What follows belongs to an exercise in optimizing a design on an open flow for small area; a production flow would make more cautious choices.
Where RTL was checked, it was by simulation tests only, not by an equivalence proof against the original.
Power and IR drop assume default switching activity.

== alpha ==
==> module pwm_9ch, before the edit <==
module pwm_9ch (
    input  wire        clk,
    input  wire        rst_n,
    input  wire        rx_valid,
    input  wire [15:0] rx_data,
    output reg  [3:0]  pkt_count,
    output reg  [8:0]  pwm_out
);
    reg [15:0] counter;
    reg [15:0] pend;
    reg [15:0] slot [0:8];
    reg [3:0]  ph;
    reg        f1, f2, ip;
    wire [8:0] phs, qs;
    genvar j;
    generate
        for (j = 0; j < 9; j = j + 1) begin : dec
            assign phs[j] = (ph == j);
            assign qs[j]  = (pkt_count == ((j + 2) % 9));
        end
    endgenerate
    wire inj = ip && |(phs & {qs[0], qs[1], qs[2], qs[3], qs[4], qs[5], qs[6], qs[7], qs[8]});
    always @(posedge clk or negedge rst_n) begin
        if (!rst_n) begin
            counter   <= 16'd0;
            pkt_count <= 4'd0;
            f1        <= 1'b1;
            f2        <= 1'b1;
            ip        <= 1'b0;
        end else begin
            counter <= counter + 16'd1;
            if (rx_valid) begin
                ip <= 1'b1;
                if (pkt_count == 4'd8) begin
                    pkt_count <= 4'd0;
                    f1        <= 1'b0;
                end else begin
                    pkt_count <= pkt_count + 4'd1;
                end
                if (!f1 && pkt_count == 4'd0)
                    f2 <= 1'b0;
            end else if (inj) begin
                ip <= 1'b0;
            end
        end
    end
    always @(posedge clk)
        ph <= (ph == 4'd8) ? 4'd0 : ph + 4'd1;
    wire [15:0] add_a = inj ? pend : slot[8];
    wire [15:0] add_b = inj ? ~counter : 16'hfff7;
    wire [16:0] sum   = {1'b0, add_a} + {1'b0, add_b};
    wire [16:0] pdiff   = {1'b0, pend} + {1'b0, ~counter};
    wire        lt_pend = pdiff[16];
    always @(posedge clk) begin
        slot[0] <= sum[15:0];
        if (inj)
            pend <= rx_data;
    end
    genvar s;
    generate
        for (s = 1; s < 9; s = s + 1) begin : ring
            always @(posedge clk)
                slot[s] <= slot[s - 1];
        end
    endgenerate
    wire [8:0] eq;
    generate
        for (s = 0; s < 9; s = s + 1) begin : cmp
            assign eq[s] = (slot[s] == s);
        end
    endgenerate
    wire cnt_zero = (counter == 16'd0);
    genvar k;
    generate
        for (k = 0; k < 9; k = k + 1) begin : ch
            wire win = ip && qs[k];
            wire zero;
            if (k == 8) begin : z8
                assign zero = f2;
            end else begin : zk
                assign zero = f1 && (pkt_count < (k + 2));
            end
            wire [8:0] eqr = {eq, eq} >> k;
            wire hit = |(phs & eqr);
            always @(posedge clk or negedge rst_n) begin
                if (!rst_n)
                    pwm_out[k] <= 1'b0;
                else if (win)
                    pwm_out[k] <= !zero && lt_pend;
                else
                    pwm_out[k] <= !zero && (cnt_zero || pwm_out[k]) && !hit;
            end
        end
    endgenerate
endmodule
Settings: LEC_CHECK=0, CAP_MARGIN=20, CORE_MARGIN=2, CORE_UTILIZATION=40, SLEW_MARGIN=20; clock period 20.0 ns.
standard.sh (not shown) runs the stock make flow with config.mk's settings and CLKGATE_MAP_FILE= SYNTH_SCRIPT=/design/flow/synth_recipe.tcl, a recipe that flattens the netlist after the stock synthesis.
==> flow/flow/run.sh <==
#!/bin/bash
# Layout flow: the standard flow (standard.sh), with two changes.
#  1. Synthesis runs ORFS's own scripts, except that ABC maps for area
#     (flow/abc_area.script in place of abc_speed.script) and Yosys's
#     adder extraction is off (ADDER_MAP_FILE empty), so ABC sees all the
#     logic. Registers are mapped before ABC, exactly as in the standard
#     synthesis.
#  2. Ports are buffered with sky130_fd_sc_hd__buf_1.
# Each step's full output goes to its own log file in this folder.
set -euo pipefail
W=$(pwd)

mkdir -p "$W/scripts_area"
for f in "$FLOW_HOME"/scripts/*; do
  ln -sf "$f" "$W/scripts_area/"
done
rm -f "$W/scripts_area/abc_speed.script"
cp "$W/flow/abc_area.script" "$W/scripts_area/abc_speed.script"

bash standard.sh "SCRIPTS_DIR=$W/scripts_area" "ADDER_MAP_FILE=" synth > "$W/synth.log" 2>&1

bash standard.sh "BUFFER_PORTS_ARGS=-buffer_cell sky130_fd_sc_hd__buf_1" \
  "CTS_ARGS=-sink_clustering_enable -repair_clock_nets -buf_list sky130_fd_sc_hd__clkbuf_4 -dont_use_dummy_load -sink_clustering_size 10 -sink_clustering_max_diameter 60" finish > "$W/layout.log" 2>&1
==> flow/flow/abc_area.script <==
&get -n
&st
&dc2
&b -a
&dch
&nf -a -R 1000
&st
&dc2
&dch
&nf -a -R 1000
&put
topo
dnsize
What beta does differently from alpha at the input level:
--- a/flow/design.v
+++ b/flow/design.v
@@ -84,13 +84,10 @@
     end
     always @(posedge clk)
         ph <= (ph == 4'd8) ? 4'd0 : ph + 4'd1;
-    wire [15:0] add_a = inj ? pend : slot[8];
-    wire [15:0] add_b = inj ? ~counter : 16'hfff7;
-    wire [16:0] sum   = {1'b0, add_a} + {1'b0, add_b};
     wire [16:0] pdiff   = {1'b0, pend} + {1'b0, ~counter};
     wire        lt_pend = pdiff[16];
     always @(posedge clk) begin
-        slot[0] <= sum[15:0];
+        slot[0] <= inj ? pdiff[15:0] : slot[8] - 16'd9;
         if (inj)
             pend <= rx_data;
     end
[summary]
- | worst max-slew margin expressed relative to the limit | beta vs alpha | 1.5 points higher |
- The smallest setup slack after layout was comparable across beta and alpha.
- Number of nets in the finished design went up by a few percent going from alpha to beta.
- beta — die area about 1.6% higher, alpha as reference
- On beta: synthesized cell count is 29 higher than what alpha gave.
- Lower total power goes to beta over alpha.
- In beta, the share of synthesized cell area in full adder, half adder and majority cells came out 0.24 points above the value in alpha.
Function not checked in alpha: the RTL went through the layout flow alone.

re-timing with driven ports:
The results above use ideal ports. As a check the final layouts listed here were re-extracted and re-timed, cells and wires unchanged.
Step 1 assumes that a clkbuf_16 drives the clock port and a buf_2 every other input.
Step 2 moves the port delays by t, midway between the first and last clock arrival at a register: inputs arrive t later, outputs are due t later. That takes back most of the time a late clock gives input paths.
Three values: ideal ports, drivers, drivers and shift; two values: the first two.
run	shift t [ns]	setup WS [ns]	hold slack, ns
alpha	0.648	13.968 / 13.932 / 14.314	0.328 / 0.328 / 0.328
beta	0.662	13.968 / 13.932 / 14.594	0.315 / 0.315 / 0.315
After both steps setup and hold are still met in every run listed.
